Source: an optimization exercise on an open RTL-to-GDS flow (aim: a short achievable clock period). Production flows keep margins and buffers that such runs may drop.
No driver is modelled on the clock port, so clock power and skew are understated where the tree is cut down; a real chip needs a root buffer or a tree.
Power and IR drop assume default switching activity.

==> flow/design.v (excerpt) <==
module fft_4(
        input               clk,
        input               rst_n,
        input wire signed [15:0]  x0_real,
        input wire signed [15:0]  x0_imag,
        input wire signed [15:0]  x1_real,
        input wire signed [15:0]  x1_imag,
        input wire signed [15:0]  x2_real,
        input wire signed [15:0]  x2_imag,
        input wire signed [15:0]  x3_real,
        input wire signed [15:0]  x3_imag,
        output reg signed [15:0]  X0_real,
        output reg signed [15:0]  X0_imag,
        output reg signed [15:0]  X1_real,
        output reg signed [15:0]  X1_imag,
        output reg signed [15:0]  X2_real,
        output reg signed [15:0]  X2_imag,
        output reg signed [15:0]  X3_real,
        output reg signed [15:0]  X3_imag
    );
For scale: roughly 3,200 cells after synthesis, ~260 I/O pins, ~38,000 µm² of cells after synthesis.
Settings: LEC_CHECK=0, CAP_MARGIN=20, CORE_MARGIN=2, CORE_UTILIZATION=40, SETUP_SLACK_MARGIN=2.2, SLEW_MARGIN=20, SYNTH_HIERARCHICAL=1; clock period 3.5 ns.
standard.sh (not shown) runs the stock make flow with config.mk's settings and CLKGATE_MAP_FILE= SYNTH_SCRIPT=/design/flow/synth_recipe.tcl, a recipe that flattens the netlist after the stock synthesis.
==> flow/flow/run.sh <==
#!/bin/bash
# Own layout flow: the standard flow, except that output flip-flops are
# placed next to their output buffers and the clock tree is a hand-built
# two-level inverter tree (flow/clock_tree.tcl) instead of TritonCTS's.
# Ports are buffered with buf_4 (which timing repair may resize) rather
# than the delay cell buffer_ports picks by default.
set -euo pipefail
here=$PWD
export MY_CLK_LEAVES=${MY_CLK_LEAVES:-0}
export MY_CLK_PER_LEAF=${MY_CLK_PER_LEAF:-24}
export MY_CLK_TOP=${MY_CLK_TOP:-4}
export MY_CLK_TOP_CELL=${MY_CLK_TOP_CELL:-sky130_fd_sc_hd__clkinv_16}
export MY_CLK_LEAF_CELL=${MY_CLK_LEAF_CELL:-sky130_fd_sc_hd__clkinv_8}
bash standard.sh synth > log_synth.txt 2>&1
bash standard.sh PRE_DETAIL_PLACE_TCL=$here/flow/pre_dp.tcl "BUFFER_PORTS_ARGS=-buffer_cell sky130_fd_sc_hd__buf_4" place > log_place.txt 2>&1
# a copy of the ORFS scripts whose cts.tcl builds our own tree
rm -rf myscripts; cp -r $FLOW_HOME/scripts myscripts
sed -i "s#log_cmd clock_tree_synthesis {\*}\$cts_args#source $here/flow/clock_tree.tcl#" myscripts/cts.tcl
grep -q "flow/clock_tree.tcl" myscripts/cts.tcl
sed -n 's/^make -C \(.*\) "\${@:-finish}"$/\1/p' standard.sh > make_args.txt
eval "make -C $(cat make_args.txt) SCRIPTS_DIR=$here/myscripts do-4_1_cts do-4_cts" > log_cts.txt 2>&1
bash standard.sh > log_finish.txt 2>&1
==> flow/flow/clock_tree.tcl <==
# Two-level clock tree in place of clock_tree_synthesis. The clock port
# drives NTOP top cells, each of which drives its share of K leaf cells;
# each leaf drives a cluster of flip-flops. With inverters at both levels
# the flip-flops see the clock in its own polarity. Clusters are made by
# k-means with equal cluster sizes, so every flip-flop sees the same tree.
set K $::env(MY_CLK_LEAVES)
set NTOP $::env(MY_CLK_TOP)
set block [ord::get_db_block]
set db [ord::get_db]
set top_master [$db findMaster $::env(MY_CLK_TOP_CELL)]
set leaf_master [$db findMaster $::env(MY_CLK_LEAF_CELL)]
set clk_net [[$block findBTerm clk] getNet]

# balanced k-means: returns {assign cxs cys}
proc bal_kmeans {xs ys K} {
  set n [llength $xs]
  set cap [expr {($n + $K - 1) / $K}]
  set order [lsort -real -indices $xs]
  set cxs {}; set cys {}
  # initial centres: a grid over the bounding box
  set xmin [::tcl::mathfunc::min {*}$xs]; set xmax [::tcl::mathfunc::max {*}$xs]
  set ymin [::tcl::mathfunc::min {*}$ys]; set ymax [::tcl::mathfunc::max {*}$ys]
  set gx [expr {int(ceil(sqrt($K)))}]
  set gy [expr {int(ceil(double($K) / $gx))}]
  for {set k 0} {$k < $K} {incr k} {
    set ix [expr {$k % $gx}]; set iy [expr {$k / $gx}]
    lappend cxs [expr {$xmin + ($ix + 0.5) * ($xmax - $xmin) / $gx}]
    lappend cys [expr {$ymin + ($iy + 0.5) * ($ymax - $ymin) / $gy}]
  }
  set assign [lrepeat $n 0]
  for {set iter 0} {$iter < 30} {incr iter} {
    # order points by how much they lose if not given their nearest centre
    set keyed {}
    for {set i 0} {$i < $n} {incr i} {
      set x [lindex $xs $i]; set y [lindex $ys $i]
      set ds {}
      for {set k 0} {$k < $K} {incr k} {
        lappend ds [expr {abs($x - [lindex $cxs $k]) + abs($y - [lindex $cys $k])}]
      }
      set s [lsort -real $ds]
      lappend keyed [list $i [expr {[lindex $s end] - [lindex $s 0]}] $ds]
    }
    set used [lrepeat $K 0]
    foreach e [lsort -real -decreasing -index 1 $keyed] {
      lassign $e i regret ds
      set best -1; set bd 1e30
      for {set k 0} {$k < $K} {incr k} {
        if {[lindex $used $k] >= $cap} { continue }
        if {[lindex $ds $k] < $bd} { set bd [lindex $ds $k]; set best $k }
      }
      lset assign $i $best
      lset used $best [expr {[lindex $used $best] + 1}]
    }
    set sx [lrepeat $K 0.0]; set sy [lrepeat $K 0.0]; set sc [lrepeat $K 0]
    for {set i 0} {$i < $n} {incr i} {
      set k [lindex $assign $i]
      lset sx $k [expr {[lindex $sx $k] + [lindex $xs $i]}]
      lset sy $k [expr {[lindex $sy $k] + [lindex $ys $i]}]
      lset sc $k [expr {[lindex $sc $k] + 1}]
    }
    for {set k 0} {$k < $K} {incr k} {
      if {[lindex $sc $k] > 0} {
        lset cxs $k [expr {[lindex $sx $k] / [lindex $sc $k]}]
        lset cys $k [expr {[lindex $sy $k] / [lindex $sc $k]}]
      }
    }
  }
  puts "clock_tree: cluster sizes $sc"
  return [list $assign $cxs $cys]
}

proc add_buf {master name x y in_net out_name} {
  global block
  set b [odb::dbInst_create $block $master $name]
  $b setLocation [expr {int($x)}] [expr {int($y)}]
  $b setPlacementStatus PLACED
  set net [odb::dbNet_create $block $out_name]
  $net setSigType CLOCK
  foreach it [$b getITerms] {
    set mt [$it getMTerm]
    if {[$mt getName] eq "A"} { $it connect $in_net }
    if {[$mt getName] eq "X" || [$mt getName] eq "Y"} { $it connect $net }
  }
  return $net
}

set sinks {}
foreach it [$clk_net getITerms] { lappend sinks $it }
set n [llength $sinks]
if {$K <= 0} { set K [expr {($n + $::env(MY_CLK_PER_LEAF) - 1) / $::env(MY_CLK_PER_LEAF)}] }
puts "clock_tree: $n sinks, $K leaves, $NTOP top cells"
set xs {}; set ys {}
foreach it $sinks {
  set bb [[$it getInst] getBBox]
  lappend xs [expr {([$bb xMin] + [$bb xMax]) / 2.0}]
  lappend ys [expr {([$bb yMin] + [$bb yMax]) / 2.0}]
}
lassign [bal_kmeans $xs $ys $K] assign cxs cys
lassign [bal_kmeans $cxs $cys $NTOP] tassign tcxs tcys

foreach it $sinks { $it disconnect }
set top_nets {}
for {set t 0} {$t < $NTOP} {incr t} {
  lappend top_nets [add_buf $top_master clktop_$t [lindex $tcxs $t] [lindex $tcys $t] $clk_net clknet_top_$t]
}
set leaf_nets {}
for {set k 0} {$k < $K} {incr k} {
  lappend leaf_nets [add_buf $leaf_master clkleaf_$k [lindex $cxs $k] [lindex $cys $k] \
    [lindex $top_nets [lindex $tassign $k]] clknet_leaf_$k]
}
for {set i 0} {$i < $n} {incr i} {
  [lindex $sinks $i] connect [lindex $leaf_nets [lindex $assign $i]]
}
$clk_net setSigType CLOCK
set_propagated_clock [all_clocks]
Other scripts of this flow, unchanged in this note and not shown: flow/flow/pre_dp.tcl
The starting point went through all stages and came out clean.
Rerun with:
CORE_UTILIZATION = 55   (was 40)
PLACE_DENSITY = 0.65   (was default)
SETUP_SLACK_MARGIN = 2.0   (was 2.2)
The changed run ran to the end with no violations.
Die area shrinks by 27%.
Global-route usage grows by 6.1 points.
Sequential power hardly moves.
Design area shrinks by 7.6%.
Maximum frequency hardly moves.
Rerun with:
CORE_UTILIZATION = 40   (was 55)
PLACE_DENSITY = default   (was 0.65)
SETUP_SLACK_MARGIN = 2.5   (was 2.0)
Result:
- area after synthesis is unchanged
- worst hold slack is worse by 0.020 ns
- cell count went up by 22%
- sequential power rose by about 4%
Rerun with:
SETUP_SLACK_MARGIN = 2.0   (was 2.5)
Register-to-register slack got worse by 0.03 ns.
Power fell by 19%.
Setup slack gets worse by 0.0060 ns.
Rerun with:
--- a/flow/flow/run.sh
+++ b/flow/flow/run.sh
@@ -13,2 +13,3 @@
 export MY_CLK_LEAF_CELL=${MY_CLK_LEAF_CELL:-sky130_fd_sc_hd__clkinv_8}
+export MY_CLK_LEAF_UP=${MY_CLK_LEAF_UP-sky130_fd_sc_hd__clkinv_16}
 bash standard.sh synth > log_synth.txt 2>&1
--- a/flow/flow/clock_tree.tcl
+++ b/flow/flow/clock_tree.tcl
@@ -115 +115,42 @@
 set_propagated_clock [all_clocks]
+
+# Size the leaves: the latest leaves get the stronger cell as long as the
+# latest clock arrival at any flip-flop keeps dropping.
+if {$::env(MY_CLK_LEAF_UP) ne ""} {
+  source $::env(PLATFORM_DIR)/setRC.tcl
+  set up_master [$db findMaster $::env(MY_CLK_LEAF_UP)]
+  proc leaf_arrivals {K} {
+    set res {}
+    for {set k 0} {$k < $K} {incr k} {
+      lappend res [get_property [get_pins clkleaf_$k/Y] arrival_max_rise]
+    }
+    return $res
+  }
+  estimate_parasitics -placement
+  set arr [leaf_arrivals $K]
+  set best [::tcl::mathfunc::max {*}$arr]
+  puts "clock_tree: leaf arrivals [format %.3f [::tcl::mathfunc::min {*}$arr]] .. [format %.3f $best]"
+  for {set iter 0} {$iter < 12} {incr iter} {
+    set order [lsort -real -decreasing -indices $arr]
+    set swapped {}
+    foreach k [lrange $order 0 1] {
+      set inst [$block findInst clkleaf_$k]
+      if {[[$inst getMaster] getName] ne [$up_master getName]} {
+        $inst swapMaster $up_master
+        lappend swapped $k
+      }
+    }
+    if {$swapped eq ""} { break }
+    estimate_parasitics -placement
+    set arr [leaf_arrivals $K]
+    set worst [::tcl::mathfunc::max {*}$arr]
+    puts "clock_tree: upsized leaves $swapped, latest arrival [format %.3f $worst]"
+    if {$worst >= $best - 0.001} {
+      foreach k $swapped { [$block findInst clkleaf_$k] swapMaster $leaf_master }
+      estimate_parasitics -placement
+      set arr [leaf_arrivals $K]
+      break
+    }
+    set best $worst
+  }
+}
SETUP_SLACK_MARGIN = 2.2   (was 2.0)
Global-route usage is higher by 0.30 points.
Hold slack got worse by 0.015 ns.
Maximum frequency is higher by 1.7%.
First-iteration DRC count is lower by 2.3%.
Synthesized cell count stays the same.
Cell area is higher by about 6.5%.
Rerun with:
--- a/flow/flow/run.sh
+++ b/flow/flow/run.sh
@@ -13,3 +13,2 @@
 export MY_CLK_LEAF_CELL=${MY_CLK_LEAF_CELL:-sky130_fd_sc_hd__clkinv_8}
-export MY_CLK_LEAF_UP=${MY_CLK_LEAF_UP-sky130_fd_sc_hd__clkinv_16}
 bash standard.sh synth > log_synth.txt 2>&1
--- a/flow/flow/clock_tree.tcl
+++ b/flow/flow/clock_tree.tcl
@@ -115,42 +115 @@
 set_propagated_clock [all_clocks]
-
-# Size the leaves: the latest leaves get the stronger cell as long as the
-# latest clock arrival at any flip-flop keeps dropping.
-if {$::env(MY_CLK_LEAF_UP) ne ""} {
-  source $::env(PLATFORM_DIR)/setRC.tcl
-  set up_master [$db findMaster $::env(MY_CLK_LEAF_UP)]
-  proc leaf_arrivals {K} {
-    set res {}
-    for {set k 0} {$k < $K} {incr k} {
-      lappend res [get_property [get_pins clkleaf_$k/Y] arrival_max_rise]
-    }
-    return $res
-  }
-  estimate_parasitics -placement
-  set arr [leaf_arrivals $K]
-  set best [::tcl::mathfunc::max {*}$arr]
-  puts "clock_tree: leaf arrivals [format %.3f [::tcl::mathfunc::min {*}$arr]] .. [format %.3f $best]"
-  for {set iter 0} {$iter < 12} {incr iter} {
-    set order [lsort -real -decreasing -indices $arr]
-    set swapped {}
-    foreach k [lrange $order 0 1] {
-      set inst [$block findInst clkleaf_$k]
-      if {[[$inst getMaster] getName] ne [$up_master getName]} {
-        $inst swapMaster $up_master
-        lappend swapped $k
-      }
-    }
-    if {$swapped eq ""} { break }
-    estimate_parasitics -placement
-    set arr [leaf_arrivals $K]
-    set worst [::tcl::mathfunc::max {*}$arr]
-    puts "clock_tree: upsized leaves $swapped, latest arrival [format %.3f $worst]"
-    if {$worst >= $best - 0.001} {
-      foreach k $swapped { [$block findInst clkleaf_$k] swapMaster $leaf_master }
-      estimate_parasitics -placement
-      set arr [leaf_arrivals $K]
-      break
-    }
-    set best $worst
-  }
-}
CORE_UTILIZATION = 65   (was 40)
PLACE_DENSITY = 0.75   (was default)
SETUP_SLACK_MARGIN = 2.0   (was 2.2)
The changed run finished clean.
Power came out lower by 8.0%.
Register-to-register slack got worse by 0.12 ns.
Setup slack hardly moves.
Combinational power came out lower by about 20%.
Routed wire length came out lower by 6.9%.
Global-route usage came out higher by 10 points.
Function was not checked in any run of this note: the RTL went through the layout flow alone. No run of this note takes its clock network from TritonCTS; it comes from the design's own scripts or RTL.

## separate check: timing with driven ports
Ports are ideal in the flow. The routed layouts listed here were re-timed in OpenROAD. Step 1 (the two cells are an assumption about what drives the block):
set clk [get_ports {clk}]
set_driving_cell -lib_cell sky130_fd_sc_hd__clkbuf_16 $clk
set_driving_cell -lib_cell sky130_fd_sc_hd__buf_2 [delete_from_list [all_inputs] $clk]
Step 2 moves the port delays by t, midway between the first and last clock arrival at a register: inputs arrive t later, outputs are due t later. That takes back most of the time a late clock gives input paths. a / b / c = ideal ports / drivers / drivers and shift; a / b = the first two.
run	shift t [ns]	slack for setup (ns)	cell pins on the clock port's net
the first run	0.516	1.979 / 1.712 / 1.905	4
the second run	0.530	1.979 / 1.711 / 1.803	4
the third run	0.554	1.960 / 1.678 / 1.848	4
the fourth run	0.522	1.954 / 1.712 / 1.897	4
the fifth run	0.516	1.979 / 1.712 / 1.905	4
the sixth run	0.520	1.977 / 1.714 / 1.878	4
After both steps setup and hold are still met in every run listed. For the second run, which loses most, drivers alone change the setup slack by -0.268 ns; drivers and shift together by -0.176 ns. The worst setup slack also covers recovery checks on asynchronous resets.
